Source: an optimization exercise on an open RTL-to-GDS flow (aim: small area, a short achievable clock period and few clock cycles). Production flows keep margins and buffers that such runs may drop. At most, simulation tests tie the RTL to the original design; equivalence was not proved. No functional check of the RTL was part of runs 1 to 4.

### design/flow/run.sh
#!/bin/bash
# synth_recipe.tcl (not shown) runs the flow's synth.tcl, then flattens the netlist and writes it again
# the make line also repeats each setting of config.mk as NAME=value (left out here)
make -C /OpenROAD-flow-scripts/flow DESIGN_CONFIG=/design/flow/config.mk WORK_HOME=/design/flow/orfs CLKGATE_MAP_FILE= SYNTH_SCRIPT=/design/flow/synth_recipe.tcl finish
### design/flow/config.mk
export PLATFORM = sky130hd
export DESIGN_NAME = alu_unit
export DESIGN_NICKNAME = alu_unit
export VERILOG_FILES = /design/flow/design.v
export SDC_FILE = /design/flow/constraint.sdc
export NUM_CORES = 4
export LEC_CHECK = 0
export CAP_MARGIN = 20
export CORE_MARGIN = 2
export CORE_UTILIZATION = 40
export PLACE_DENSITY = 0.6
export SLEW_MARGIN = 20
### design/flow/constraint.sdc
create_clock -name core_clock -period 64.0 [get_ports {clk}]
set_input_delay 12.8000 -clock core_clock [delete_from_list [all_inputs] [get_ports {clk}]]
set_output_delay 12.8000 -clock core_clock [all_outputs]
set_load 0.01 [all_outputs]
### design/flow/design.v
module ALU_add #(
    parameter W = 32,
    parameter L = 24
) (
    input  wire [W-1:0] x,
    input  wire [W-1:0] y,
    input  wire         ci,
    output wire [W-1:0] s,
    output wire         co
);
  wire [L:0] cl;
  wire [W:L] c0, c1;
  wire [W-1:L] s0, s1;
  assign cl[0] = ci;
  genvar i;
  generate
    for (i = 0; i < L; i = i + 1) begin : g_lo
      assign s[i] = x[i] ^ y[i] ^ cl[i];
      assign cl[i+1] = (x[i] & y[i]) | (x[i] & cl[i]) | (y[i] & cl[i]);
    end
    assign c0[L] = 1'b0;
    assign c1[L] = 1'b1;
    for (i = L; i < W; i = i + 1) begin : g_hi
      assign s0[i] = x[i] ^ y[i] ^ c0[i];
      assign c0[i+1] = (x[i] & y[i]) | (x[i] & c0[i]) | (y[i] & c0[i]);
      assign s1[i] = x[i] ^ y[i] ^ c1[i];
      assign c1[i+1] = (x[i] & y[i]) | (x[i] & c1[i]) | (y[i] & c1[i]);
    end
  endgenerate
  assign s[W-1:L] = cl[L] ? s1 : s0;
  assign co = cl[L] ? c1[W] : c0[W];
endmodule
module ALU_bitlen (
    input  wire [31:0] x,
    output reg  [ 5:0] n
);
  integer i;
  always @(*) begin
    n = 6'd0;
    for (i = 0; i < 32; i = i + 1) if (x[i]) n = i + 1;
  end
endmodule
module alu_unit (
    input  wire        clk,
    input  wire        rst,
    input  wire        in_valid,
    output wire        in_ready,
    input  wire [ 4:0] in_op,
    input  wire [31:0] in_a,
    input  wire [31:0] in_b,
    output reg         out_valid,
    output reg  [31:0] out_result,
    output reg         out_exc
);
  reg        rdy;
  reg        v1;
  reg [ 4:0] op1;
  reg [31:0] a1;
  reg [31:0] b1;
  reg        first;  
  reg [ 4:0] cnt;    
  reg        bprev;  
  assign in_ready = rdy;
  wire acc     = in_valid & rdy;
  wire in_long = (in_op[4:1] == 4'b0111);   
  wire o_add  = (op1 == 5'b00000);
  wire o_sub  = (op1 == 5'b00001);
  wire o_slt  = (op1 == 5'b00010);
  wire o_sltu = (op1 == 5'b00011);
  wire o_sll  = (op1 == 5'b01000);
  wire o_srl  = (op1 == 5'b01001);
  wire o_sra  = (op1 == 5'b01010);
  wire o_mul  = (op1 == 5'b01110);
  wire o_div  = (op1 == 5'b01111);
  wire o_sh   = o_sll | o_srl | o_sra;
  wire [5:0] la, lb;
  ALU_bitlen u_la (.x(a1), .n(la));
  ALU_bitlen u_lb (.x(b1), .n(lb));
  wire       b_zero   = (lb == 6'd0);
  wire       div_triv = b_zero | (la < lb);   
  wire [4:0] d        = la[4:0] - lb[4:0];    
  wire        sh_left = ~(o_srl | o_sra);
  wire [31:0] sh_in = o_div ? b1 : a1;
  wire [31:0] sh_hi = sh_left ? {1'b0, sh_in[31:1]} : {32{o_sra & a1[31]}};
  wire [31:0] sh_lo = sh_left ? {sh_in[0], 31'b0} : sh_in;
  wire [ 4:0] sh_amt = o_div ? ~d : (o_sll ? ~b1[4:0] : b1[4:0]);
  wire [62:0] f0 = {sh_hi[30:0], sh_lo};
  wire [46:0] f1 = sh_amt[4] ? f0[62:16] : f0[46:0];
  wire [38:0] f2 = sh_amt[3] ? f1[46:8] : f1[38:0];
  wire [34:0] f3 = sh_amt[2] ? f2[38:4] : f2[34:0];
  wire [32:0] f4 = sh_amt[1] ? f3[34:2] : f3[32:0];
  wire [31:0] sh_res = sh_amt[0] ? f4[32:1] : f4[31:0];
  reg [3:0] lt;
  always @(*) begin
    case (op1)
      5'b00100:  lt = 4'b1000;
      5'b00101:  lt = 4'b0001;
      5'b00110:   lt = 4'b1110;
      5'b00111:  lt = 4'b0110;
      5'b01011:  lt = 4'b1010;
      5'b01100: lt = 4'b0100;
      5'b01101:  lt = 4'b1101;
      default:   lt = 4'b0000;
    endcase
  end
  wire [31:0] lg_res;
  genvar gi;
  generate
    for (gi = 0; gi < 32; gi = gi + 1) begin : g_lg
      assign lg_res[gi] = a1[gi] ? (b1[gi] ? lt[3] : lt[2]) : (b1[gi] ? lt[1] : lt[0]);
    end
  endgenerate
  function [32:0] booth_row;   
    input [31:0] a;
    input [2:0] bits;
    reg one, two, neg;
    begin
      one = bits[1] ^ bits[0];
      two = (bits == 3'b100) | (bits == 3'b011);
      neg = bits[2] & ~(bits[1] & bits[0]);
      booth_row = {neg, ({32{one}} & a | {32{two}} & {a[30:0], 1'b0}) ^ {32{neg}}};
    end
  endfunction
  wire [32:0] r0 = booth_row(a1, {b1[1:0], bprev & ~first});
  wire [32:0] r1 = booth_row(a1, b1[3:1]);
  wire        n0 = r0[32];
  wire        n1 = r1[32];
  wire [31:0] m_acc = first ? 32'b0 : out_result;
  wire [31:0] m_p = r0[31:0];
  wire [31:0] m_q = {r1[29:0], n1, n1};   
  wire [31:0] csa_s = m_acc ^ m_p ^ m_q;
  wire [31:0] csa_c = (m_acc & m_p) | (m_acc & m_q) | (m_p & m_q);
  wire        mul_last = ((b1[31:4] == 28'b0) & ~b1[3]) | (cnt == 5'd7);
  wire        mul_next_last = ((b1[31:8] == 24'b0) & ~b1[7]) | (cnt == 5'd6);
  wire [31:0] ax = o_mul ? csa_s : a1;
  wire [31:0] ay = o_mul ? {csa_c[30:0], n1} : (o_add ? b1 : ~b1);
  wire        aci = o_mul ? n0 : ~o_add;
  wire [31:0] sum;
  wire        cout;
  ALU_add #(.W(32), .L(24)) u_add (.x(ax), .y(ay), .ci(aci), .s(sum), .co(cout));
  wire ovf  = (a1[31] ~^ ay[31]) & (a1[31] ^ sum[31]);
  wire slt  = (a1[31] & ~b1[31]) | ((a1[31] ~^ b1[31]) & sum[31]);
  wire sltu = ~cout;
  wire q    = cout;   
  wire [31:0] quo = {out_result[30:0], q};
  wire sel_sum = o_add | o_sub | o_mul;
  wire sel_b0  = o_slt | o_sltu;
  wire [31:0] res_ops = ({32{sel_sum}} & sum) | ({32{o_sh}} & sh_res) | lg_res
                      | {31'b0, sel_b0 & (o_slt ? slt : sltu)};
  wire exc_ops = (o_add | o_sub) & ovf;
  wire mul_go = v1 & o_mul;
  wire div_go = v1 & o_div;
  always @(posedge clk) begin
    out_result <= res_ops;
    out_exc    <= exc_ops;
    if (rst) begin
      rdy       <= 1'b1;
      v1        <= 1'b0;
      out_valid <= 1'b0;
    end else begin
      out_valid <= v1 & ~o_mul & ~o_div;
      if (v1) v1 <= 1'b0;
      if (mul_go) begin
        a1    <= {a1[27:0], 4'b0};
        b1    <= {4'b0, b1[31:4]};
        bprev <= b1[3];
        cnt   <= cnt + 5'd1;
        first <= 1'b0;
        if (mul_last) begin
          out_valid <= 1'b1;
          rdy       <= 1'b1;
        end else begin
          v1 <= 1'b1;
          if (mul_next_last) rdy <= 1'b1;
        end
      end
      if (div_go) begin
        first <= 1'b0;
        if (first) begin
          out_result <= 32'b0;
          out_exc    <= b_zero;
          b1         <= sh_res;
          cnt        <= d;
          if (div_triv) begin
            out_valid <= 1'b1;
            rdy       <= 1'b1;
          end else begin
            v1 <= 1'b1;
            if (d == 5'd0) rdy <= 1'b1;
          end
        end else begin
          out_result <= quo;
          out_exc    <= 1'b0;
          if (q) a1 <= sum;
          b1  <= {1'b0, b1[31:1]};
          cnt <= cnt - 5'd1;
          if (cnt == 5'd0) begin
            out_valid <= 1'b1;
          end else begin
            v1 <= 1'b1;
            if (cnt == 5'd1) rdy <= 1'b1;
          end
        end
      end
      if (rdy) begin
        op1   <= in_op;
        a1    <= in_a;
        b1    <= in_b;
        first <= 1'b1;
        cnt   <= 5'd0;
      end
      if (acc) begin
        v1  <= 1'b1;
        rdy <= ~in_long;
      end
    end
  end
endmodule
==> results of run 1 <==
## final timing paths
kind              depth (start not counted)  slack [ns]        endpoint      startpoint
hold reg to reg                           3        0.65  out_result[16]  out_result[15]
setup reg to reg                         36       47.28          a1[29]          op1[1]
setup / recovery                         36       47.28          a1[29]          op1[1]
hold / removal                            3        0.65  out_result[16]  out_result[15]
## synth_stat cells, types with 16 or more instances
cell type	count	area [µm²]
mux2i_1	38	380.4
o211ai_1	16	120.1
a21oi_1	222	1111
a22oi_1	70	525.5
inv_1	37	138.9
buf_2	25	125.1
nor2b_1	36	225.2
mux2_2	32	360.4
fa_1	56	1121
a221oi_1	17	148.9
xor2_1	40	350.3
clkbuf_1	170	638.1
xnor2_1	68	595.6
edfxtp_1	76	2282
nand2_1	256	960.9
a211oi_1	37	277.8
o21ai_1	20	100.1
buf_1	25	93.84
dfxtp_1	36	720.7
nor4_1	18	112.6
nor3_1	56	280.3
nand3_1	93	465.5
nor2_1	155	581.8
o22ai_1	21	131.4
o21ai_0	139	695.7
and3_1	19	118.9
mux4_2	23	518.0
ha_1	24	300.3
## per-stage QoR
stage | utilization [%] | cells | hold slack, ns | cell area [µm²]
detailed placement | 43.81 | 2523 | 0.6451 | 16890
finish | 44.71 | 2539 | 0.6511 | 17240
floorplan | - | 2076 | 0.5396 | 15580
global route | 44.71 | 2539 | 0.6785 | 17240
CTS | 44.69 | 2539 | 0.6606 | 17230
global placement | 43.79 | 2523 | 0.6580 | 16880
## area by class of cell
cell class	instances	share of cell area, %
Inverter	38	0.8275
Tap cell	518	3.760
Multi-Input combinational cell	1697	67.52
Sequential cell	112	17.44
Clock inverter	7	0.6533
Timing Repair Buffer	158	8.492
Clock buffer	9	1.307
## critical path, delay by kind of cell (launching register included)
kind / cells / cell delay, ns
AO/OA/AOI/OAI: 6 / 1.54
adder cells (fa/ha/maj): 24 / 11.22
buffers and inverters: 1 / 0.55
flip-flops: 1 / 0.81
multiplexers: 2 / 0.41
AND/OR/NAND/NOR: 3 / 1.89
## flip-flops by register name (all words and copies together) (netlist names)
signal,cells
a1,32
v1,1
out_result,32
rdy,1
first,1
cnt,5
bprev,1
b1,32
out_valid,1
op1,5
out_exc,1
## logic make-up after synthesis
| family | count (synthesis) |
|---|---|
| AO/OA/AOI/OAI | 712 |
| multiplexers | 94 |
| AND/OR/NAND/NOR | 702 |
| XOR/XNOR | 109 |
| buffers and inverters | 267 |
| flip-flops | 112 |
| adder cells (fa/ha/maj) | 80 |
## routing by layer
layer	vias to the layer above	routed length, µm
li1	7469	-
met1	8415	30260
met2	1147	32930
met5	-	0
met4	0	4697
met3	230	8139
==> reports/metrics.yaml, run 1 <==
run_status:
  outcome: "no timing/DRC/antenna violations"
timing:
  tns_ns: 0
  min_period_ns: 16.72
  fin_crit_sh_pct: 26.13
  rsz0062_at_grt: "false"
  finalSetupViolCount: 0
  max_slew_margin_pct: 32.20
  drv_slew: 0
  worst_slew_pin_slew_ns: 1.015
  fmax_mhz: 59.80
  setup_ws_ns: 47.28
  hold_viol: 0
  fin_worst_skew_ns: 0.01696
placed_design:
  gp_congestion: 1.032
  port-buffer-count: 106
  dp_slack_ns: 47.29
  dpl.hpwl_um: 55160
detailed_routing:
  dr_total_vias: 17260
  via_per_inst: 6.798
  drc: 0
  drtIter0Drc: 2130
  postRouteWirelength_um: 76020
  routedWlPerCell_um: 29.94
  ant_nets: 0
  dr.pass1.iters: 6
clock_tree:
  cts_resized: 0
  clock_latency_ns: 0.40
  cts_tree: "done"
  cts_buffers: 9
  post_cts_buffers: 0
  ctsHoldBuffers: 0
  root_buffer: "clkbuf_16"
  h-tree-depth: 3
  cts.sinks: 112
  path_clk_slew_ns: 0.10
  clockBufferDepth: 2
synth:
  ys_warn_count: 2
  synth-xor-area-share_pct: 6.214
  avgSynthCellArea_um2: 7.507
  synthArstFlopShare_pct: 0
  ys_types: 94
  synthSimpleGateAreaFrac_pct: 20.96
  syn_nets: 2228
  synthAdderAreaFrac_pct: 9.120
  synth_compound_area_share_pct: 29.32
  ys_ff_latch: 112
  muxShareOfSynthArea_pct: 8.173
  synth_top_family_by_area: "compound AO/OA/AOI/OAI gates"
  ys.flop_type: "edfxtp_1"
  yosysSeqAreaShare_pct: 19.27
  synth_edf_count: 76
  postSynthCellCount: 2076
  syn_area_um2: 15580
critical_path:
  crit_slowest_cell: "edfxtp_1"
  cp_slowest_stage_delay_ns: 0.81
  cp.required_ns: 64.15
  cp-end-kind: "flip-flop"
  cp.arrival_ns: 16.87
  path_class: "flip-flop to flip-flop"
  critPathMaxFanout: 49
  startpoint_type: "flip-flop"
  cpMostUsedCell: "fa_1"
floorplanning:
  die_h_um: 201.4
  pin_count: 107
  die_w_um: 201.4
  core.rowCount: 72
  start_util_pct: 40.42
  coreArea_um2: 38560
  die-area_um2: 40560
global_routing:
  grt_pass1_vias: 16520
  grt_max_degree: 142
  grtUsageMet2_pct: 55.09
  busiest_layer: "met2"
  antenna_found_initial: 0
  use_met3_pct: 8.358
  grt_first_pass_wirelength_um: 111600
  track_usage_pct: 36.81
  use_met1_pct: 48.69
  grt.overflow.total: 0
finish:
  register_area_um2: 3007
  diodes: 0
  nets: 2168
  final_cell_mix: "254 x nand2_1, 220 x a21oi_1, 151 x nor2_1, 139 x o21ai_0, 106 x clkdlybuf4s50_1"
  layout_commonest_cell: "nand2_1"
  area_delta_synth_final_pct: 10.61
  multiInputGateArea_um2: 11640
  drive_above_1_share_pct: 8.659
  fillCellCount: 3990
run:
  max_cap_violations: 0
min_path:
  hold_class: "flip-flop to flip-flop"
==> run 2: changes to the inputs <==
--- a/design/flow/design.v
+++ b/design/flow/design.v
@@ -79,4 +79,5 @@
   wire       b_zero   = (lb == 6'd0);
-  wire       div_triv = b_zero | (la < lb);   
-  wire [4:0] d        = la[4:0] - lb[4:0];    
+  wire [6:0] ldiff    = {1'b0, la} - {1'b0, lb};
+  wire       div_triv = b_zero | ldiff[6];   
+  wire [4:0] d        = ldiff[4:0];          
   wire        sh_left = ~(o_srl | o_sra);
@@ -132,4 +133,4 @@
   wire [31:0] csa_c = (m_acc & m_p) | (m_acc & m_q) | (m_p & m_q);
-  wire        mul_last = ((b1[31:4] == 28'b0) & ~b1[3]) | (cnt == 5'd7);
-  wire        mul_next_last = ((b1[31:8] == 24'b0) & ~b1[7]) | (cnt == 5'd6);
+  wire        mul_last = ((b1[31:4] == 28'b0) & ~b1[3]) | (a1[27:0] == 28'b0);
+  wire        mul_next_last = ((b1[31:8] == 24'b0) & ~b1[7]) | (a1[23:0] == 24'b0);
   wire [31:0] ax = o_mul ? csa_s : a1;
@@ -153,4 +154,23 @@
   always @(posedge clk) begin
-    out_result <= res_ops;
-    out_exc    <= exc_ops;
+    if (rdy) begin
+      op1 <= in_op;
+      a1  <= in_a;
+      b1  <= in_b;
+    end else if (o_mul) begin
+      a1 <= {a1[27:0], 4'b0};
+      b1 <= {4'b0, b1[31:4]};
+    end else begin   
+      if (~first & q) a1 <= sum;
+      b1 <= first ? sh_res : {1'b0, b1[31:1]};
+    end
+    first <= rdy;
+    bprev <= b1[3];
+    cnt   <= first ? d : cnt - 5'd1;
+    if (div_go)
+      out_result <= first ? 32'b0 : quo;
+    else
+      out_result <= res_ops;
+    out_exc <= div_go ? first & b_zero : exc_ops;
+  end
+  always @(posedge clk) begin
     if (rst) begin
@@ -160,10 +180,5 @@
     end else begin
-      out_valid <= v1 & ~o_mul & ~o_div;
-      if (v1) v1 <= 1'b0;
+      out_valid <= 1'b0;
+      v1        <= 1'b0;
       if (mul_go) begin
-        a1    <= {a1[27:0], 4'b0};
-        b1    <= {4'b0, b1[31:4]};
-        bprev <= b1[3];
-        cnt   <= cnt + 5'd1;
-        first <= 1'b0;
         if (mul_last) begin
@@ -175,37 +190,12 @@
         end
-      end
-      if (div_go) begin
-        first <= 1'b0;
-        if (first) begin
-          out_result <= 32'b0;
-          out_exc    <= b_zero;
-          b1         <= sh_res;
-          cnt        <= d;
-          if (div_triv) begin
-            out_valid <= 1'b1;
-            rdy       <= 1'b1;
-          end else begin
-            v1 <= 1'b1;
-            if (d == 5'd0) rdy <= 1'b1;
-          end
+      end else if (div_go) begin
+        if (first ? div_triv : cnt == 5'd0) begin
+          out_valid <= 1'b1;
+          rdy       <= 1'b1;
         end else begin
-          out_result <= quo;
-          out_exc    <= 1'b0;
-          if (q) a1 <= sum;
-          b1  <= {1'b0, b1[31:1]};
-          cnt <= cnt - 5'd1;
-          if (cnt == 5'd0) begin
-            out_valid <= 1'b1;
-          end else begin
-            v1 <= 1'b1;
-            if (cnt == 5'd1) rdy <= 1'b1;
-          end
+          v1 <= 1'b1;
+          if (first ? d == 5'd0 : cnt == 5'd1) rdy <= 1'b1;
         end
-      end
-      if (rdy) begin
-        op1   <= in_op;
-        a1    <= in_a;
-        b1    <= in_b;
-        first <= 1'b1;
-        cnt   <= 5'd0;
+      end else begin
+        out_valid <= v1;
       end
--- a/design/flow/config.mk
+++ b/design/flow/config.mk
@@ -7,2 +7,3 @@
 export LEC_CHECK = 0
+export ABC_AREA = 1
 export CAP_MARGIN = 20
==> run 2 against run 1 <==
Compared with the run above: still clean on timing, DRC and antenna; sequential share of layout area decreased by 0.17 points; routed wire length decreased by 24%; clock skew decreased by 0.0029 ns; critical endpoint is now a1[7].
==> reports/metrics.yaml, run 2 <==
synth:
  postSynthCellCount: 2130
  synth_common_cells: "491 x nand2_1, 257 x o21ai_0, 174 x a21oi_1, 173 x inv_1, 151 x nor2_1"
  ys_types: 60
  synth_edf_count: 37
  avgSynthCellArea_um2: 6.420
  synth.most_common_cell: "nand2_1"
  synthArstFlopShare_pct: 0
  ys_warn_count: 2
  yosys-top-cells-area: "nand2_1 13%, dfxtp_1 11%, o21ai_0 9.4%"
  ys.flop_type: "dfxtp_1"
  ys_ff_latch: 112
  syn_nets: 2280
  yosysSeqAreaShare_pct: 19.11
  yosysTopAreaCellShare_pct: 13.48
  syn_area_um2: 13670
  synthDominantAreaCellType: "nand2_1"
clock_tree:
  clockBufferDepth: 2
  cts_resized: 0
  path_clk_slew_ns: 0.09
  clock_latency_ns: 0.40
  ctsHoldBuffers: 0
  h-tree-depth: 3
  root_buffer: "clkbuf_16"
  cts_tree: "done"
  post_cts_buffers: 0
  cts_buffers: 9
  cts.sinks: 112
timing:
  fin_worst_skew_ns: 0.01408
  fmax_mhz: 63.77
  fin_crit_sh_pct: 24.50
  fin_hold_ws_ns: 0.4740
  drv_slew: 0
  min_period_ns: 15.68
  finalSetupViolCount: 0
  max_slew_margin_pct: 29.71
  tns_ns: 0
  rsz0062_at_grt: "false"
  hold_viol: 0
  worst_slew_pin_slew_ns: 1.053
global_routing:
  grt_max_degree: 89
  track_usage_pct: 32.46
  grt.overflow.total: 0
  grt_first_pass_wirelength_um: 88280
  grt_pass1_vias: 14830
  antenna_found_initial: 1
finish:
  diodes: 0
  final_cell_mix: "491 x nand2_1, 256 x o21ai_0, 174 x a21oi_1, 173 x inv_1, 149 x nor2_1"
  fillCellCount: 3542
  final_cell_area_um2: 15150
  layout_commonest_cell: "nand2_1"
  register_area_um2: 2618
  reg_top3: "a1: 32 flops, b1: 32 flops, out_result: 32 flops"
  multiInputGateArea_um2: 9604
  instances_no_fill: 2571
  final_util_pct: 45.08
  drive_above_1_share_pct: 5.323
  nets: 2268
  area_delta_synth_final_pct: 10.82
placed_design:
  gp_congestion: 0.9722
  dp_cells: 2555
  dpl.hpwl_um: 42600
  place_area_um2: 14800
  port-buffer-count: 106
detailed_routing:
  ant_nets: 0
  drtIter0Drc: 1835
  drc: 0
  postRouteWirelength_um: 58040
  via_per_inst: 6.026
  routedWlPerCell_um: 22.58
  dr.pass1.iters: 6
  dr_total_vias: 15490
critical_path:
  cp.required_ns: 64.05
  cp_slowest_stage_delay_ns: 0.50
  cp-end-kind: "flip-flop"
  path_class: "flip-flop to flip-flop"
  crit_slowest_cell: "inv_2"
  startpoint_type: "flip-flop"
  critPathMaxFanout: 46
  cp.arrival_ns: 15.73
  cpMostUsedCell: "fa_1"
run_status:
  outcome: "no timing/DRC/antenna violations"
run:
  max_cap_violations: 0
floorplanning:
  coreArea_um2: 33620
  start_util_pct: 40.68
  die_w_um: 188.9
  core.rowCount: 67
  die-area_um2: 35680
  pin_count: 107
  die_h_um: 188.9
min_path:
  hold_class: "flip-flop to flip-flop"
run 2: cell types whose count changed after synthesis, moves of 37 or more:
cell / delta
o21ai_1: +77
dfxtp_1: +39
inv_1: +136
edfxtp_1: -39
o22ai_1: +43
a211oi_1: -37
o21ai_0: +118
nand3_1: -41
a22oi_1: -69
a21oi_1: -48
xnor2_1: -63
clkbuf_1: -69
nand2_1: +235
run 2: logic make-up (layout without fill, tap and decap cells):
kind of cell,count (synthesis),in the layout,synth area share (%)
buffers and inverters,357,350,10.84
adders and majority gates,78,78,10.21
muxes,22,22,1.610
DFF,112,112,19.11
AOI/OAI and AO/OA,726,726,30.45
and+or+nand+nor,753,753,22.47
xor gates and xnor gates,82,82,5.307
run 2: path summary, 6_finish.rpt:
check / slack [ns] / end / startpoint / depth (start not counted)
worst max-delay path: 48.32 / a1[7] / op1[4] / 54
worst min-delay path: 0.47 / out_valid / v1 / 2
worst max register to register: 48.32 / a1[7] / op1[4] / 54
worst min register to register: 0.47 / out_valid / v1 / 2
run 2: area by class of cell:
class                   instances  share of cell area, %
multi-input cells            1661                  63.38
clock inverters                 7                 0.8256
well taps                     448                  3.699
inverters                     202                  5.053
flip-flops and latches        112                  17.27
repair buffers                132                  8.289
clock buffers                   9                  1.486
run 2: per-layer routing:
| metal | global-route usage [%] | vias to the layer above | share of wire [%] |
|---|---|---|---|
| li1 | - | 7184 | - |
| met1 | 42.40 | 7310 | 41 |
| met3 | 9.138 | 162 | 11 |
| met2 | 49.99 | 838 | 44 |
| met4 | 14.30 | 0 | 4.2 |
| met5 | 0 | - | 0 |
run 2: metrics by stage:
stage / setup WS (ns)
5_1_grt: 47.62
3_5_place_dp: 48.37
3_3_place_gp: 48.43
2_1_floorplan: 48.54
6_report: 48.32
4_1_cts: 48.32
run 2: critical path, delay by kind of cell, from the launching register on:
kind                     cells  cell delay, ns
flip-flops                   1            0.46
AND/OR/NAND/NOR             12            1.75
adder cells (fa/ha/maj)     24           10.61
AO/OA/AOI/OAI                9            0.95
buffers and inverters        9            1.45
==> run 3: changes to the inputs <==
--- a/design/flow/design.v
+++ b/design/flow/design.v
@@ -140,3 +140,3 @@
   wire        cout;
-  ALU_add #(.W(32), .L(24)) u_add (.x(ax), .y(ay), .ci(aci), .s(sum), .co(cout));
+  ALU_add #(.W(32), .L(16)) u_add (.x(ax), .y(ay), .ci(aci), .s(sum), .co(cout));
   wire ovf  = (a1[31] ~^ ay[31]) & (a1[31] ^ sum[31]);
--- a/design/flow/config.mk
+++ b/design/flow/config.mk
@@ -7,3 +7,2 @@
 export LEC_CHECK = 0
-export ABC_AREA = 1
 export CAP_MARGIN = 20
==> run 3 against run 2 <==
Compared with the run above: worst setup slack improved by 1.1 ns; design area rose by 8.3%; highest routed layer unchanged; hold slack better by 0.041 ns; largest cell class unchanged; clock-buffer cell count is 1 higher; critical path depth decreased by 53; sequential share of layout area shrank 1.3 points; synthesized cell count is 7.9% lower; via count increased by 2.8%; first-iteration DRC count is 6.8% higher; critical path type is now flip-flop to output pin; die area increased by 9.1%.
==> reports/metrics.yaml, run 3 <==
synth:
  synth-xor-area-share_pct: 6.736
  postSynthCellCount: 1961
  yosysSeqAreaShare_pct: 17.47
  syn_nets: 2111
  yosysTopAreaCellShare_pct: 10.04
  synthAdderAreaFrac_pct: 8.936
  synthSimpleGateAreaFrac_pct: 19.62
  ys.flop_type: "dfxtp_1"
  ys_types: 85
  synthArstFlopShare_pct: 0
  syn_area_um2: 14950
  synth_compound_area_share_pct: 27.55
  synth.most_common_cell: "nand2_1"
  synthDominantAreaCellType: "dfxtp_1"
  ys_ff_latch: 112
  muxShareOfSynthArea_pct: 13.02
  synth_common_cells: "268 x nand2_1, 156 x clkbuf_1, 141 x o21ai_0, 127 x nor2_1, 120 x a21oi_1"
  ys_warn_count: 2
  avgSynthCellArea_um2: 7.625
  synth_edf_count: 37
  yosys-top-cells-area: "dfxtp_1 10%, edfxtp_1 7.4%, mux2i_1 7.3%"
  synth_top_family_by_area: "compound AO/OA/AOI/OAI gates"
finish:
  layout_commonest_cell: "nand2_1"
  diodes: 0
  drive_above_1_share_pct: 8.373
  fillCellCount: 3691
  multiInputGateArea_um2: 11410
  final_cell_mix: "266 x nand2_1, 139 x o21ai_0, 124 x nor2_1, 120 x a21oi_1, 109 x mux2i_1"
  final_cell_area_um2: 16410
  area_delta_synth_final_pct: 9.773
  nets: 2056
  instances_no_fill: 2379
  register_area_um2: 2618
  reg_top3: "a1: 32 flops, b1: 32 flops, out_result: 32 flops"
timing:
  fin_hold_ws_ns: 0.5152
  max_slew_margin_pct: 19.39
  fmax_mhz: 68.39
  hold_viol: 0
  drv_slew: 0
  fin_worst_skew_ns: 0.01539
  rsz0062_at_grt: "false"
  fin_crit_sh_pct: 22.85
  worst_slew_pin_slew_ns: 1.209
  min_period_ns: 14.62
  tns_ns: 0
  finalSetupViolCount: 0
placed_design:
  place_area_um2: 16120
  dp_cells: 2363
  gp_congestion: 0.9703
  port-buffer-count: 106
  dpl.hpwl_um: 46580
global_routing:
  grt.overflow.total: 0
  grt_first_pass_wirelength_um: 97080
  use_met3_pct: 6.727
  use_met1_pct: 45.43
  grt_pass1_vias: 15140
  antenna_found_initial: 0
  track_usage_pct: 33.19
  grt_max_degree: 77
  busiest_layer: "met2"
  grtUsageMet2_pct: 49.96
floorplanning:
  core.rowCount: 70
  die_h_um: 197.3
  coreArea_um2: 36700
  die_w_um: 197.3
  die-area_um2: 38950
  start_util_pct: 40.75
  pin_count: 107
critical_path:
  path_class: "flip-flop to output pin"
  path_cells: "clkdlybuf4s50_1"
  cp.arrival_ns: 1.82
  cp-end-kind: "output pin"
  path_buf_inv: 1
  cp.required_ns: 51.20
  path_delay_family: "flip-flops"
  startpoint_type: "flip-flop"
  ff2ff_setup_slack_ns: 50.94
  cp_slowest_stage_delay_ns: 0.76
  critPathMaxFanout: 64
  crit_slowest_cell: "dfxtp_4"
detailed_routing:
  routedWlPerCell_um: 27.41
  postRouteWirelength_um: 65220
  dr.pass1.iters: 8
  drtIter0Drc: 1960
  dr_total_vias: 15930
  ant_nets: 0
  via_per_inst: 6.696
  drc: 0
run:
  max_cap_violations: 0
clock_tree:
  ctsHoldBuffers: 0
  post_cts_buffers: 0
  cts_buffers: 9
  path_clk_slew_ns: 0.09
  cts.sinks: 112
  cts_resized: 0
  cts_tree: "done"
  clock_latency_ns: 0.39
  h-tree-depth: 3
  clockBufferDepth: 2
  root_buffer: "clkbuf_16"
run_status:
  outcome: "no timing/DRC/antenna violations"
min_path:
  hold_class: "flip-flop to flip-flop"
[run 3: cell types whose count changed after synthesis, moves of 54 or more]
cell,before,now
inv_1,173,34
xnor2_1,5,69
a22oi_1,1,69
o21ai_0,257,141
mux2i_1,22,109
clkbuf_1,101,156
o21ai_1,97,2
a21oi_1,174,120
nand2_1,491,268
[run 3: final timing paths]
check                            start       end  cells after the start
worst max-delay path               rdy  in_ready                      1
worst max register to register  op1[1]     a1[8]                     31
worst min register to register  cnt[0]    cnt[0]                      1
worst min-delay path            cnt[0]    cnt[0]                      1
[run 3: layer usage]
| layer | up-vias | wire (µm) |
|---|---|---|
| met2 | 987 | 28230 |
| met3 | 197 | 7016 |
| met1 | 7692 | 26780 |
| met4 | 0 | 3197 |
| met5 | - | 0 |
| li1 | 7053 | - |
[run 3: area by class of cell]
| class | instances | area share, % |
|---|---|---|
| Clock inverter | 6 | 0.3201 |
| Sequential cell | 112 | 15.95 |
| Clock buffer | 10 | 1.395 |
| Multi-Input combinational cell | 1599 | 69.54 |
| Tap cell | 468 | 3.567 |
| Timing Repair Buffer | 149 | 8.431 |
| Inverter | 35 | 0.8004 |
[run 3: cells by family (layout without fill, tap and decap cells)]
logic type                 Yosys count  after routing
AOI/OAI and AO/OA                  615            615
DFF                                112            112
xor gates and xnor gates           115            115
and+or+nand+nor                    631            631
adders and majority gates           78             78
buffers and inverters              250            200
muxes                              160            160
[run 3: through the flow]
stage	utilization, %	worst slack, ns
after global routing	44.73	49.30
after floorplan	-	50.23
after detailed placement	43.94	49.79
final	44.73	49.38
after CTS	44.71	49.37
after global placement	43.94	49.79
==> run 4: changes to the inputs <==
--- a/design/flow/config.mk
+++ b/design/flow/config.mk
@@ -7,2 +7,3 @@
 export LEC_CHECK = 0
+export ABC_AREA = 1
 export CAP_MARGIN = 20
==> run 4 against run 3 <==
Compared with the run above: routed wire length fell by 4.6%; die area decreased by 6.5%; still clean on timing, DRC and antenna; final cell count up 15%; global-route usage up 0.95 points; register-to-register slack better by 0.70 ns; fmax grew 1.5%; non-clock buffer count down 11; via count grew 4.6%; synthesized cell count increased by 17%.
==> reports/metrics.yaml, run 4 <==
global_routing:
  use_met3_pct: 6.680
  antenna_found_initial: 0
  use_met1_pct: 48.60
  grt_first_pass_wirelength_um: 94080
  grt.overflow.total: 0
  busiest_layer: "met2"
  grt_max_degree: 78
  grt_pass1_vias: 15270
  track_usage_pct: 34.13
  grtUsageMet2_pct: 50.93
min_path:
  hold_depth: 2
  min-delay-start: "v1"
  min_to: "out_valid"
  hold_class: "flip-flop to flip-flop"
timing:
  hold_viol: 0
  rsz0062_at_grt: "false"
  finalSetupViolCount: 0
  fin_hold_ws_ns: 0.4812
  min_period_ns: 14.40
  fmax_mhz: 69.45
  fin_worst_skew_ns: 0.01916
  tns_ns: 0
  worst_slew_pin_slew_ns: 1.095
  fin_crit_sh_pct: 22.50
  max_slew_margin_pct: 26.24
  drv_slew: 0
synth:
  synthDominantAreaCellType: "nand2_1"
  synthArstFlopShare_pct: 0
  synth_common_cells: "580 x nand2_1, 381 x o21ai_0, 205 x inv_1, 165 x a21oi_1, 135 x nor2_1"
  ys.flop_type: "dfxtp_1"
  avgSynthCellArea_um2: 6.108
  syn_nets: 2435
  yosys-top-cells-area: "nand2_1 16%, o21ai_0 14%, dfxtp_1 11%"
  yosysSeqAreaShare_pct: 18.72
  syn_area_um2: 13960
  synth_edf_count: 37
  postSynthCellCount: 2285
  yosysTopAreaCellShare_pct: 15.60
  ys_warn_count: 2
  ys_ff_latch: 112
  ys_types: 48
  synth.most_common_cell: "nand2_1"
critical_path:
  crit_slowest_cell: "clkdlybuf4s50_1"
  path_buf_inv: 1
  cp_num_cells: 1
  regToRegEndpoint: "a1[29]"
  startpoint_type: "flip-flop"
  r2r_cells: 35
  ff2ff_setup_slack_ns: 51.64
  worstSetupStartpoint: "rdy"
  path_cells: "clkdlybuf4s50_1"
  worst_r2r_startpoint: "op1[0]"
  cp.required_ns: 51.20
  cp_slowest_stage_delay_ns: 0.61
  path_class: "flip-flop to output pin"
  cp.arrival_ns: 1.60
  critPathMaxFanout: 31
  path_delay_family: "buffers and inverters"
  cp-end-kind: "output pin"
placed_design:
  dpl.hpwl_um: 44900
  place_area_um2: 15260
  port-buffer-count: 106
  gp_congestion: 1.033
detailed_routing:
  ant_nets: 0
  dr_total_vias: 16670
  drc: 0
  postRouteWirelength_um: 62230
  routedWlPerCell_um: 22.68
  dr.pass1.iters: 7
  drtIter0Drc: 2395
  via_per_inst: 6.074
floorplanning:
  die_h_um: 190.8
  die_w_um: 190.8
  pin_count: 107
  die-area_um2: 36400
  coreArea_um2: 34460
  start_util_pct: 40.50
  core.rowCount: 68
finish:
  diodes: 0
  area_delta_synth_final_pct: 11.39
  final_util_pct: 45.12
  nets: 2434
  final_cell_mix: "580 x nand2_1, 379 x o21ai_0, 205 x inv_1, 165 x a21oi_1, 132 x nor2_1"
  reg_top3: "a1: 32 flops, b1: 32 flops, out_result: 32 flops"
  final_cell_area_um2: 15550
  layout_commonest_cell: "nand2_1"
  drive_above_1_share_pct: 4.456
run_status:
  outcome: "no timing/DRC/antenna violations"
run:
  max_cap_violations: 0
clock_tree:
  root_buffer: "clkbuf_16"
  cts.sinks: 112
  cts_tree: "done"
  ctsHoldBuffers: 0
  h-tree-depth: 3
  clockBufferDepth: 2
  clock_latency_ns: 0.40
  cts_buffers: 9
  path_clk_slew_ns: 0.08
  cts_resized: 0
  post_cts_buffers: 0
==> run 4: through the flow <==
stage                     std cells  setup WS [ns]
after global routing           2744          49.53
after global placement         2727          50.01
final                          2744          49.60
after CTS                      2743          49.58
after floorplan                2285          50.58
after detailed placement       2727          50.00
==> run 4: routing by layer <==
layer  up-vias  part of all wire, %
li1       7693                    -
met1      7766                   43
met2      1061                   42
met3       146                   12
met4         0                  3.5
met5         -                    0
==> run 4: kinds of logic (layout without fill, tap and decap cells) <==
| logic type | after synthesis | after routing | synth area share (%) |
|---|---|---|---|
| AND/OR/NAND/NOR | 879 | 879 | 26.08 |
| AO/OA/AOI/OAI | 738 | 738 | 29.10 |
| buffers and inverters | 385 | 389 | 10.66 |
| flip-flops | 112 | 112 | 18.72 |
| XOR/XNOR | 89 | 89 | 5.585 |
| adder cells (fa/ha/maj) | 78 | 78 | 9.574 |
| multiplexers | 4 | 4 | 0.2869 |
==> run 4: cell type report <==
cell class	count	area (µm²)
clock buffers	10	229.0
well taps	455	569.3
fillers	3789	18910
inverters	235	884.6
flip-flops and latches	112	2618
clock inverters	6	45.04
repair buffers	138	1309
multi-input cells	1788	9893
==> run 4: worst max path at each step <==
stage,to,slack (ns)
after floorplan,rdy,50.58
after global placement,in_ready,50.01
after detailed placement,in_ready,50.00
after CTS,in_ready,49.58
after global routing,in_ready,49.53
final,in_ready,49.60
==> run 4: worst min-delay path, delay by kind of cell, from the launching register on <==
family,cells,cell delay [ns]
AND/OR/NAND/NOR,1,0.08
buffers and inverters,1,0.04
flip-flops,1,0.32
==> run 5: changes to the inputs <==
--- a/design/flow/design.v
+++ b/design/flow/design.v
@@ -54,3 +54,4 @@
 );
-  reg        rdy;
+  reg        rdy;    
+  reg        busy;   
   reg        v1;
@@ -63,3 +64,3 @@
   assign in_ready = rdy;
-  wire acc     = in_valid & rdy;
+  wire acc     = in_valid & ~busy;
   wire in_long = (in_op[4:1] == 4'b0111);   
@@ -93,22 +94,16 @@
   wire [31:0] sh_res = sh_amt[0] ? f4[32:1] : f4[31:0];
-  reg [3:0] lt;
-  always @(*) begin
-    case (op1)
-      5'b00100:  lt = 4'b1000;
-      5'b00101:  lt = 4'b0001;
-      5'b00110:   lt = 4'b1110;
-      5'b00111:  lt = 4'b0110;
-      5'b01011:  lt = 4'b1010;
-      5'b01100: lt = 4'b0100;
-      5'b01101:  lt = 4'b1101;
-      default:   lt = 4'b0000;
-    endcase
-  end
-  wire [31:0] lg_res;
-  genvar gi;
-  generate
-    for (gi = 0; gi < 32; gi = gi + 1) begin : g_lg
-      assign lg_res[gi] = a1[gi] ? (b1[gi] ? lt[3] : lt[2]) : (b1[gi] ? lt[1] : lt[0]);
-    end
-  endgenerate
+  wire o_and  = (op1 == 5'b00100);
+  wire o_nor  = (op1 == 5'b00101);
+  wire o_or   = (op1 == 5'b00110);
+  wire o_xor  = (op1 == 5'b00111);
+  wire o_lui  = (op1 == 5'b01011);
+  wire o_andn = (op1 == 5'b01100);
+  wire o_orn  = (op1 == 5'b01101);
+  wire arith_sub = o_sub | o_slt | o_sltu | o_div;
+  wire inv_b  = arith_sub | o_nor | o_andn | o_or;   
+  wire neg_a  = o_nor | o_or | o_orn;                 
+  wire zero_a = o_lui;                                
+  wire sel_c  = o_and | o_nor | o_andn | o_or | o_orn;
+  wire inv_c  = o_or | o_orn;
+  wire sel_s  = o_xor | o_lui;
   function [32:0] booth_row;   
@@ -124,7 +119,10 @@
   endfunction
-  wire [32:0] r0 = booth_row(a1, {b1[1:0], bprev & ~first});
-  wire [32:0] r1 = booth_row(a1, b1[3:1]);
+  wire [ 2:0] r0b = o_mul ? {b1[1:0], bprev & ~first}
+                          : (zero_a ? 3'b000 : (neg_a ? 3'b101 : 3'b010));
+  wire [ 2:0] r1b = o_mul ? b1[3:1] : 3'b000;
+  wire [32:0] r0 = booth_row(a1, r0b);
+  wire [32:0] r1 = booth_row(a1, r1b);
   wire        n0 = r0[32];
   wire        n1 = r1[32];
-  wire [31:0] m_acc = first ? 32'b0 : out_result;
+  wire [31:0] m_acc = o_mul ? (first ? 32'b0 : out_result) : (b1 ^ {32{inv_b}});
   wire [31:0] m_p = r0[31:0];
@@ -135,9 +133,8 @@
   wire        mul_next_last = ((b1[31:8] == 24'b0) & ~b1[7]) | (a1[23:0] == 24'b0);
-  wire [31:0] ax = o_mul ? csa_s : a1;
-  wire [31:0] ay = o_mul ? {csa_c[30:0], n1} : (o_add ? b1 : ~b1);
-  wire        aci = o_mul ? n0 : ~o_add;
   wire [31:0] sum;
-  wire        cout;
-  ALU_add #(.W(32), .L(16)) u_add (.x(ax), .y(ay), .ci(aci), .s(sum), .co(cout));
-  wire ovf  = (a1[31] ~^ ay[31]) & (a1[31] ^ sum[31]);
+  wire        acout;
+  ALU_add #(.W(32), .L(16)) u_add (.x(csa_s), .y({csa_c[30:0], n1}), .ci(o_mul ? n0 : arith_sub),
+                                   .s(sum), .co(acout));
+  wire        cout = acout | csa_c[31];   
+  wire ovf  = (a1[31] ~^ m_acc[31]) & (a1[31] ^ sum[31]);
   wire slt  = (a1[31] & ~b1[31]) | ((a1[31] ~^ b1[31]) & sum[31]);
@@ -148,2 +145,3 @@
   wire sel_b0  = o_slt | o_sltu;
+  wire [31:0] lg_res = ({32{sel_c}} & (csa_c ^ {32{inv_c}})) | ({32{sel_s}} & csa_s);
   wire [31:0] res_ops = ({32{sel_sum}} & sum) | ({32{o_sh}} & sh_res) | lg_res
@@ -154,3 +152,3 @@
   always @(posedge clk) begin
-    if (rdy) begin
+    if (~busy) begin
       op1 <= in_op;
@@ -165,3 +163,3 @@
     end
-    first <= rdy;
+    first <= ~busy;
     bprev <= b1[3];
@@ -177,2 +175,3 @@
       rdy       <= 1'b1;
+      busy      <= 1'b0;
       v1        <= 1'b0;
@@ -186,5 +185,9 @@
           rdy       <= 1'b1;
+      busy      <= 1'b0;
         end else begin
           v1 <= 1'b1;
-          if (mul_next_last) rdy <= 1'b1;
+          if (mul_next_last) begin
+            rdy  <= 1'b1;
+            busy <= 1'b0;
+          end
         end
@@ -194,5 +197,9 @@
           rdy       <= 1'b1;
+      busy      <= 1'b0;
         end else begin
           v1 <= 1'b1;
-          if (first ? d == 5'd0 : cnt == 5'd1) rdy <= 1'b1;
+          if (first ? d == 5'd0 : cnt == 5'd1) begin
+            rdy  <= 1'b1;
+            busy <= 1'b0;
+          end
         end
@@ -203,3 +210,4 @@
         v1  <= 1'b1;
-        rdy <= ~in_long;
+        rdy  <= ~in_long;
+        busy <= in_long;
       end
==> run 5 against run 4 <==
Compared with the run above: critical path type unchanged; die area fell by 5.4%; largest cell class unchanged; synthesized cell count fell by 13%; critical path depth did not move; global-route usage fell by 1.2 points; non-clock buffer count fell by 4.
==> reports/metrics.yaml, run 5 <==
finish:
  nets: 2156
  drive_above_1_share_pct: 8.077
  diodes: 0
  layout_commonest_cell: "nand2_1"
  instances_no_fill: 2460
  fillCellCount: 3483
  area_delta_synth_final_pct: 14.14
  final_cell_mix: "400 x nand2_1, 247 x o21ai_0, 167 x inv_1, 129 x a21oi_1, 106 x clkdlybuf4s50_1"
  reg_top3: "a1: 32 flops, b1: 32 flops, out_result: 32 flops"
timing:
  hold_viol: 0
  min_period_ns: 14.31
  fmax_mhz: 69.88
  fin_worst_skew_ns: 0.01389
  tns_ns: 0
  fin_hold_ws_ns: 0.4732
  worst_slew_pin_slew_ns: 1.121
  finalSetupViolCount: 0
  drv_slew: 0
  max_slew_margin_pct: 25.29
  fin_crit_sh_pct: 22.36
  rsz0062_at_grt: "false"
detailed_routing:
  dr_total_vias: 15080
  ant_nets: 0
  postRouteWirelength_um: 56390
  drtIter0Drc: 2111
  via_per_inst: 6.131
  drc: 0
  routedWlPerCell_um: 22.92
  dr.pass1.iters: 6
global_routing:
  grt_max_degree: 77
  track_usage_pct: 32.94
  grt.overflow.total: 0
  antenna_found_initial: 0
  grt_pass1_vias: 14040
  grt_first_pass_wirelength_um: 84570
floorplanning:
  start_util_pct: 40.54
  die_h_um: 185.6
  die-area_um2: 34440
  pin_count: 107
  core.rowCount: 66
  coreArea_um2: 32540
  die_w_um: 185.6
clock_tree:
  root_buffer: "clkbuf_16"
  cts.sinks: 113
  ctsHoldBuffers: 0
  clock_latency_ns: 0.46
  cts_resized: 0
  clockBufferDepth: 2
  h-tree-depth: 4
  path_clk_slew_ns: 0.06
  cts_tree: "done"
  post_cts_buffers: 0
  cts_buffers: 17
critical_path:
  path_class: "flip-flop to output pin"
  cp-end-kind: "output pin"
  critPathMaxFanout: 3
  path_cells: "clkdlybuf4s50_1"
  startpoint_type: "flip-flop"
  crit_slowest_cell: "clkdlybuf4s50_1"
  cp.required_ns: 51.20
  cp.arrival_ns: 1.51
  path_delay_family: "buffers and inverters"
  cp_slowest_stage_delay_ns: 0.60
  path_buf_inv: 1
synth:
  yosysSeqAreaShare_pct: 19.96
  synth_edf_count: 37
  yosys-top-cells-area: "dfxtp_1 12%, nand2_1 11%, o21ai_0 9.4%"
  synthDominantAreaCellType: "dfxtp_1"
  yosysTopAreaCellShare_pct: 11.53
  ys_ff_latch: 113
  synth.most_common_cell: "nand2_1"
  synth_common_cells: "401 x nand2_1, 248 x o21ai_0, 169 x inv_1, 131 x a21oi_1, 105 x nor2_1"
  postSynthCellCount: 1990
  syn_nets: 2141
  avgSynthCellArea_um2: 6.628
  ys_types: 61
  ys_warn_count: 2
  synthArstFlopShare_pct: 0
  syn_area_um2: 13190
  ys.flop_type: "dfxtp_1"
placed_design:
  port-buffer-count: 106
  dp_cells: 2428
  dpl.hpwl_um: 41960
  gp_congestion: 0.9630
min_path:
  hold_class: "flip-flop to flip-flop"
run_status:
  outcome: "no timing/DRC/antenna violations"
run:
  max_cap_violations: 0
run 5: cell count changes in the layout (fill, tap and decap cells not counted), sizes merged, moves of 10 or more:
cell,previous run,this run
a21oi,165,132
clkinv,23,9
inv,218,190
mux2i,4,17
nand2,583,432
nor2,141,110
o211ai,26,16
o21ai,412,314
xnor2,18,36
run 5: final cells by class:
type                       instances  area [µm²]  share of cell area [%]
clock inverter                    15       157.7                   1.047
timing repair buffer             134        1271                   8.443
inverter                         189       713.2                   4.737
clock buffer                      17       425.4                   2.826
tap                              442       553.0                   3.673
multi-input combinational       1550        9301                   61.78
sequential                       113        2634                   17.49
run 5: cells by family after synthesis:
kind of cell / after synthesis / synth area share, %
buffers and inverters: 327 / 9.770
DFF: 113 / 19.96
muxes: 17 / 1.290
AOI/OAI and AO/OA: 638 / 28.18
xor gates and xnor gates: 114 / 7.570
adders and majority gates: 79 / 10.23
and+or+nand+nor: 702 / 23.00
run 5: final timing paths:
check	start	to	slack (ns)	depth (start not counted)
max	out_result[30]	out_result[30]	49.69	1
min	b1[3]	bprev	0.47	0
max reg2reg	op1[2]	a1[7]	50.30	65
min reg2reg	b1[3]	bprev	0.47	0
run 5: stage by stage:
step / utilization [%] / setup slack [ns] / instance area (µm²)
floorplan: - / 50.27 / 13190
global placement: 44.48 / 49.74 / 14470
detailed placement: 44.48 / 49.71 / 14470
CTS: 46.27 / 49.72 / 15060
global route: 46.27 / 49.63 / 15060
finish: 46.27 / 49.69 / 15060
run 5: metal layers:
layer	wire length (µm)	up-vias	track usage, %
li1	-	6860	-
met1	23070	7146	44.51
met2	24770	920	50.96
met3	5612	156	5.107
met4	2937	0	16.66
met5	0	-	0
Testbench counts of run 5, summed over its fixed seeds: cycles 39,421.
==> run 6: changes to the inputs <==
==> design/flow/flow/run.sh (new file) <==
#!/bin/bash
set -e
export BUFFER_PORTS_ARGS="-buffer_cell sky130_fd_sc_hd__buf_1"
cp standard.sh standard.sh.copy.txt
bash standard.sh > standard.log 2>&1
==> design/flow/standard.sh (new file) <==
#!/bin/bash
# synth_recipe.tcl (not shown) runs the flow's synth.tcl, then flattens the netlist and writes it again
# the make line also repeats each setting of config.mk as NAME=value (left out here)
make -C /OpenROAD-flow-scripts/flow DESIGN_CONFIG=/design/flow/config.mk WORK_HOME=/design/flow/orfs CLKGATE_MAP_FILE= SYNTH_SCRIPT=/design/flow/synth_recipe.tcl "${@:-finish}"
removed: design/flow/run.sh
==> run 6 against run 5 <==
Compared with the run above: still clean on timing, DRC and antenna; via count down 1.3%; fmax up 2.9%; global-route usage fell by 0.23 points; synthesized area unchanged; routed wire length is 1.2% lower; die area unchanged; register-to-register slack about the same; worst setup slack improved by 0.40 ns; clock-buffer cell count is 7 higher; critical path depth stayed put; sequential cell count is the same; hold slack got worse by 0.0088 ns.
==> reports/metrics.yaml, run 6 <==
placed_design:
  dp_slack_ns: 50.09
  dp_cells: 2429
  place_area_um2: 13820
  port-buffer-count: 106
  gp_congestion: 0.9709
  dpl.hpwl_um: 41500
timing:
  fin_worst_skew_ns: 0.01436
  finalSetupViolCount: 0
  rsz0062_at_grt: "false"
  setup_ws_ns: 50.09
  fmax_mhz: 71.91
  fin_crit_sh_pct: 21.73
  drv_slew: 0
  worst_slew_pin_slew_ns: 1.092
  min_period_ns: 13.91
  tns_ns: 0
  max_slew_margin_pct: 26.15
  hold_viol: 0
clock_tree:
  cts_tree: "done"
  cts_buffers: 17
  clockBufferDepth: 2
  post_cts_buffers: 0
  cts.sinks: 113
  path_clk_slew_ns: 0.06
  clock_latency_ns: 0.45
  h-tree-depth: 4
  root_buffer: "clkbuf_16"
  ctsHoldBuffers: 0
  cts_resized: 0
synth:
  synthAdderAreaFrac_pct: 10.23
  yosysTopAreaCellShare_pct: 11.53
  synthDominantAreaCellType: "dfxtp_1"
  synth_compound_area_share_pct: 28.18
  yosysSeqAreaShare_pct: 19.96
  synth_common_cells: "401 x nand2_1, 248 x o21ai_0, 169 x inv_1, 131 x a21oi_1, 105 x nor2_1"
  synth-xor-area-share_pct: 7.570
  synth_top_family_by_area: "compound AO/OA/AOI/OAI gates"
  avgSynthCellArea_um2: 6.628
  synth.most_common_cell: "nand2_1"
  synth_edf_count: 37
  syn_nets: 2141
  muxShareOfSynthArea_pct: 1.290
  ys_warn_count: 2
  ys_types: 61
  ys.flop_type: "dfxtp_1"
  synthSimpleGateAreaFrac_pct: 23.00
  syn_area_um2: 13190
  postSynthCellCount: 1990
  yosys-top-cells-area: "dfxtp_1 12%, nand2_1 11%, o21ai_0 9.4%"
  synthArstFlopShare_pct: 0
  ys_ff_latch: 113
finish:
  final_cell_mix: "399 x nand2_1, 247 x o21ai_0, 167 x inv_1, 129 x a21oi_1, 106 x buf_1"
  final_util_pct: 44.15
  fillCellCount: 3482
  diodes: 0
  instances_no_fill: 2461
  nets: 2157
  area_delta_synth_final_pct: 8.917
  layout_commonest_cell: "nand2_1"
  final_cell_area_um2: 14370
  drive_above_1_share_pct: 7.875
  reg_top3: "a1: 32 flops, b1: 32 flops, out_result: 32 flops"
min_path:
  hold_depth: 0
  min-delay-start: "b1[3]"
  hold_class: "flip-flop to flip-flop"
critical_path:
  cp_slowest_stage_delay_ns: 0.46
  worstSetupStartpoint: "out_result[4]"
  path_class: "flip-flop to output pin"
  path_delay_family: "flip-flops"
  cp-end-kind: "output pin"
  worst_r2r_startpoint: "op1[2]"
  path_cells: "buf_1"
  critPathMaxFanout: 3
  path_buf_inv: 1
  crit_slowest_cell: "dfxtp_1"
  r2r_cells: 64
  cp_num_cells: 1
  cp.arrival_ns: 1.11
  cp.required_ns: 51.20
  startpoint_type: "flip-flop"
floorplanning:
  pin_count: 107
  start_util_pct: 40.54
  coreArea_um2: 32540
  die_w_um: 185.6
  core.rowCount: 66
  die_h_um: 185.6
  die-area_um2: 34440
detailed_routing:
  via_per_inst: 6.051
  dr.pass1.iters: 6
  postRouteWirelength_um: 55720
  dr_total_vias: 14890
  drc: 0
  drtIter0Drc: 1973
  routedWlPerCell_um: 22.64
  ant_nets: 0
global_routing:
  grt.overflow.total: 0
  grt_pass1_vias: 13950
  track_usage_pct: 32.71
  antenna_found_initial: 1
  grt_first_pass_wirelength_um: 84200
  grt_max_degree: 76
run:
  max_cap_violations: 0
run_status:
  outcome: "no timing/DRC/antenna violations"
[run 6: cell counts after synthesis]
No cell type changed its count.
[run 6: kinds of logic after synthesis]
logic type                 count (synthesis)
AOI/OAI and AO/OA                        638
xor gates and xnor gates                 114
adders and majority gates                 79
buffers and inverters                    327
DFF                                      113
muxes                                     17
and+or+nand+nor                          702
[run 6: metal layers]
layer  GRT usage (%)  routed length [µm]  vias up
li1                -                   -     6875
met1           43.73               22710     7081
met5               0                  11        -
met4           13.39                2359        2
met3           6.691                5767      139
met2           51.45               24870      795
[run 6: final timing paths]
check        slack, ns             to
max reg2reg      50.31          a1[9]
min reg2reg       0.46          bprev
max              50.09  out_result[4]
min               0.46          bprev
[run 6: through the flow]
stage / hold WS, ns
6_report: 0.4644
5_1_grt: 0.4805
4_1_cts: 0.4500
3_5_place_dp: 0.4419
3_3_place_gp: 0.4407
2_1_floorplan: 0.3961
[run 6: layout make-up]
cell class	instances	area, µm²	area share [%]
multi-input cells	1550	9306	64.78
flip-flops and latches	113	2634	18.33
inverters	189	713.2	4.964
repair buffers	135	615.6	4.285
well taps	442	553.0	3.849
clock buffers	24	481.7	3.353
clock inverters	8	62.56	0.4355
==> run 7: changes to the inputs <==
--- a/design/flow/config.mk
+++ b/design/flow/config.mk
@@ -10,4 +10,4 @@
 export CORE_MARGIN = 2
-export CORE_UTILIZATION = 40
-export PLACE_DENSITY = 0.6
+export CORE_UTILIZATION = 65
+export PLACE_DENSITY = 0.75
 export SLEW_MARGIN = 20
==> run 7 against run 6 <==
Compared with the run above: first-iteration DRC count increased by 16%; worst setup slack got worse by 0.24 ns; register-to-register slack got worse by 0.45 ns; synthesized area unchanged; via count increased by 4.5%.
==> reports/metrics.yaml, run 7 <==
synth:
  synthArstFlopShare_pct: 0
  synth_top_family_by_area: "compound AO/OA/AOI/OAI gates"
  ys.flop_type: "dfxtp_1"
  synth.most_common_cell: "nand2_1"
  ys_warn_count: 2
  postSynthCellCount: 1990
  syn_area_um2: 13190
  yosys-top-cells-area: "dfxtp_1 12%, nand2_1 11%, o21ai_0 9.4%"
  yosysSeqAreaShare_pct: 19.96
  synthAdderAreaFrac_pct: 10.23
  ys_types: 61
  avgSynthCellArea_um2: 6.628
  syn_nets: 2141
  synthDominantAreaCellType: "dfxtp_1"
  synthSimpleGateAreaFrac_pct: 23.00
  yosysTopAreaCellShare_pct: 11.53
  synth-xor-area-share_pct: 7.570
  synth_common_cells: "401 x nand2_1, 248 x o21ai_0, 169 x inv_1, 131 x a21oi_1, 105 x nor2_1"
  synth_edf_count: 37
  ys_ff_latch: 113
  muxShareOfSynthArea_pct: 1.290
  synth_compound_area_share_pct: 28.18
timing:
  tns_ns: 0
  fin_worst_skew_ns: 0.01365
  fin_crit_sh_pct: 22.10
  finalSetupViolCount: 0
  min_period_ns: 14.14
  drv_slew: 0
  setup_ws_ns: 49.86
  hold_viol: 0
  fmax_mhz: 70.70
  worst_slew_pin_slew_ns: 1.047
  max_slew_margin_pct: 29.24
  rsz0062_at_grt: "false"
run:
  max_cap_violations: 0
global_routing:
  grt_pass1_vias: 14470
  grt_first_pass_wirelength_um: 81350
  track_usage_pct: 49.22
  grt.overflow.total: 0
  antenna_found_initial: 0
  grt_max_degree: 76
critical_path:
  cp.arrival_ns: 14.21
  cp-end-kind: "flip-flop"
  critPathMaxFanout: 46
  startpoint_type: "flip-flop"
  path_class: "flip-flop to flip-flop"
  cpMostUsedCell: "nand2_2"
  cp.required_ns: 64.07
  crit_slowest_cell: "clkinv_2"
  cp_slowest_stage_delay_ns: 0.66
finish:
  nets: 2156
  drive_above_1_share_pct: 8.077
  final_cell_mix: "400 x nand2_1, 247 x o21ai_0, 167 x inv_1, 129 x a21oi_1, 106 x buf_1"
  fillCellCount: 1785
  reg_top3: "a1: 32 flops, b1: 32 flops, out_result: 32 flops"
  area_delta_synth_final_pct: 7.532
  layout_commonest_cell: "nand2_1"
  final_cell_area_um2: 14180
floorplanning:
  start_util_pct: 65.61
  die_w_um: 146.5
  die_h_um: 146.5
  core.rowCount: 52
  coreArea_um2: 20100
  die-area_um2: 21450
  pin_count: 107
clock_tree:
  post_cts_buffers: 0
  h-tree-depth: 4
  clock_latency_ns: 0.44
  clockBufferDepth: 2
  cts_resized: 0
  root_buffer: "clkbuf_16"
  cts_tree: "done"
  cts_buffers: 17
  ctsHoldBuffers: 0
  path_clk_slew_ns: 0.06
  cts.sinks: 113
placed_design:
  dp_slack_ns: 50.11
  gp_congestion: 1.024
  port-buffer-count: 106
  dpl.hpwl_um: 38550
  place_area_um2: 13590
detailed_routing:
  drc: 0
  dr.pass1.iters: 12
  drtIter0Drc: 2280
  postRouteWirelength_um: 53360
  routedWlPerCell_um: 23.30
  ant_nets: 0
  dr_total_vias: 15560
  via_per_inst: 6.796
min_path:
  hold_class: "flip-flop to flip-flop"
run_status:
  outcome: "no timing/DRC/antenna violations"
## run 7: changes by cell type in the layout (fill, tap and decap cells not counted), moves of 2 or more
cell        change
diode_2         +2
clkinv_4        +3
clkbuf_8        -3
clkbuf_1        -3
clkinv_1        -4
inv_6           +4
clkinvlp_4      +2
## run 7: worst paths after layout
path,to,slack [ns],cells after the start,from
max,a1[0],49.86,65,op1[0]
min,bprev,0.47,0,b1[3]
max reg2reg,a1[0],49.86,65,op1[0]
min reg2reg,bprev,0.47,0,b1[3]
## run 7: logic make-up after synthesis
logic type,after synthesis
AO/OA/AOI/OAI,638
XOR/XNOR,114
adder cells (fa/ha/maj),79
buffers and inverters,327
flip-flops,113
multiplexers,17
AND/OR/NAND/NOR,702
## run 7: area by class of cell
type	instances	area, µm²	area share, %
multi-input cells	1550	9301	65.58
flip-flops and latches	113	2634	18.57
inverters	189	713.2	5.028
repair buffers	134	608.1	4.287
clock buffers	18	429.2	3.026
well taps	270	337.8	2.382
clock inverters	14	155.1	1.094
diodes	2	5.005	0.03529
## run 7: metal layers
metal	GRT usage [%]	up-vias	wire length (µm)	share of wire [%]
li1	-	6862	-	-
met1	61.95	7023	18860	35
met2	73.14	1359	22440	42
met3	16.59	318	8299	16
met4	29.85	0	3759	7.0
met5	0	-	0	0
## run 7: per-stage QoR
| stage | instances | util [%] | hold slack (ns) |
|---|---|---|---|
| final | 2290 | 70.55 | 0.4722 |
| after global routing | 2288 | 70.53 | 0.4741 |
| after CTS | 2288 | 70.53 | 0.4469 |
| after detailed placement | 2256 | 67.62 | 0.4399 |
| after global placement | 2256 | 67.62 | 0.4377 |
| after floorplan | 1990 | - | 0.3961 |
## run 7: critical path: cells and delay by family, from the launching register on
family | cells | cell delay, ns
adders and majority gates | 17 | 7.16
buffers and inverters | 9 | 2.36
and+or+nand+nor | 30 | 2.23
AOI/OAI and AO/OA | 7 | 1.09
DFF | 1 | 0.52
xor gates and xnor gates | 1 | 0.18
muxes | 1 | 0.16

[re-timing with driven ports]
The flow's constraints put no driver on any port. The routed layouts listed below were extracted and timed again, unchanged, in two steps.
Step 1 assumes that a clkbuf_16 drives the clock port and a buf_2 every other input.
Step 2 also shifts input and output timing later by t, the mid clock arrival at the registers, as if the neighbouring blocks saw the same clock.
Three values: ideal ports, drivers, drivers and shift; two values: the first two.
run	shift t [ns]	setup slack, ns	worst register clock-pin slew, ns	pins driven straight from the clock port
run 1	0.443	47.278 / 47.278 / 47.278	0.10 / 0.10	1
run 2	0.440	48.318 / 48.318 / 48.318	0.09 / 0.09	1
run 3	0.435	49.378 / 49.323 / 49.758	0.09 / 0.09	1
run 4	0.447	49.600 / 49.545 / 49.992	0.10 / 0.10	1
run 5	0.497	49.690 / 49.641 / 49.691	0.07 / 0.07	1
run 6	0.493	50.094 / 50.043 / 50.058	0.06 / 0.06	1
run 7	0.481	49.856 / 49.856 / 49.856	0.07 / 0.07	1
After both steps every run listed still meets setup and hold. For run 6, which loses most, drivers alone change the setup slack by -0.051 ns; drivers and shift together by -0.036 ns.
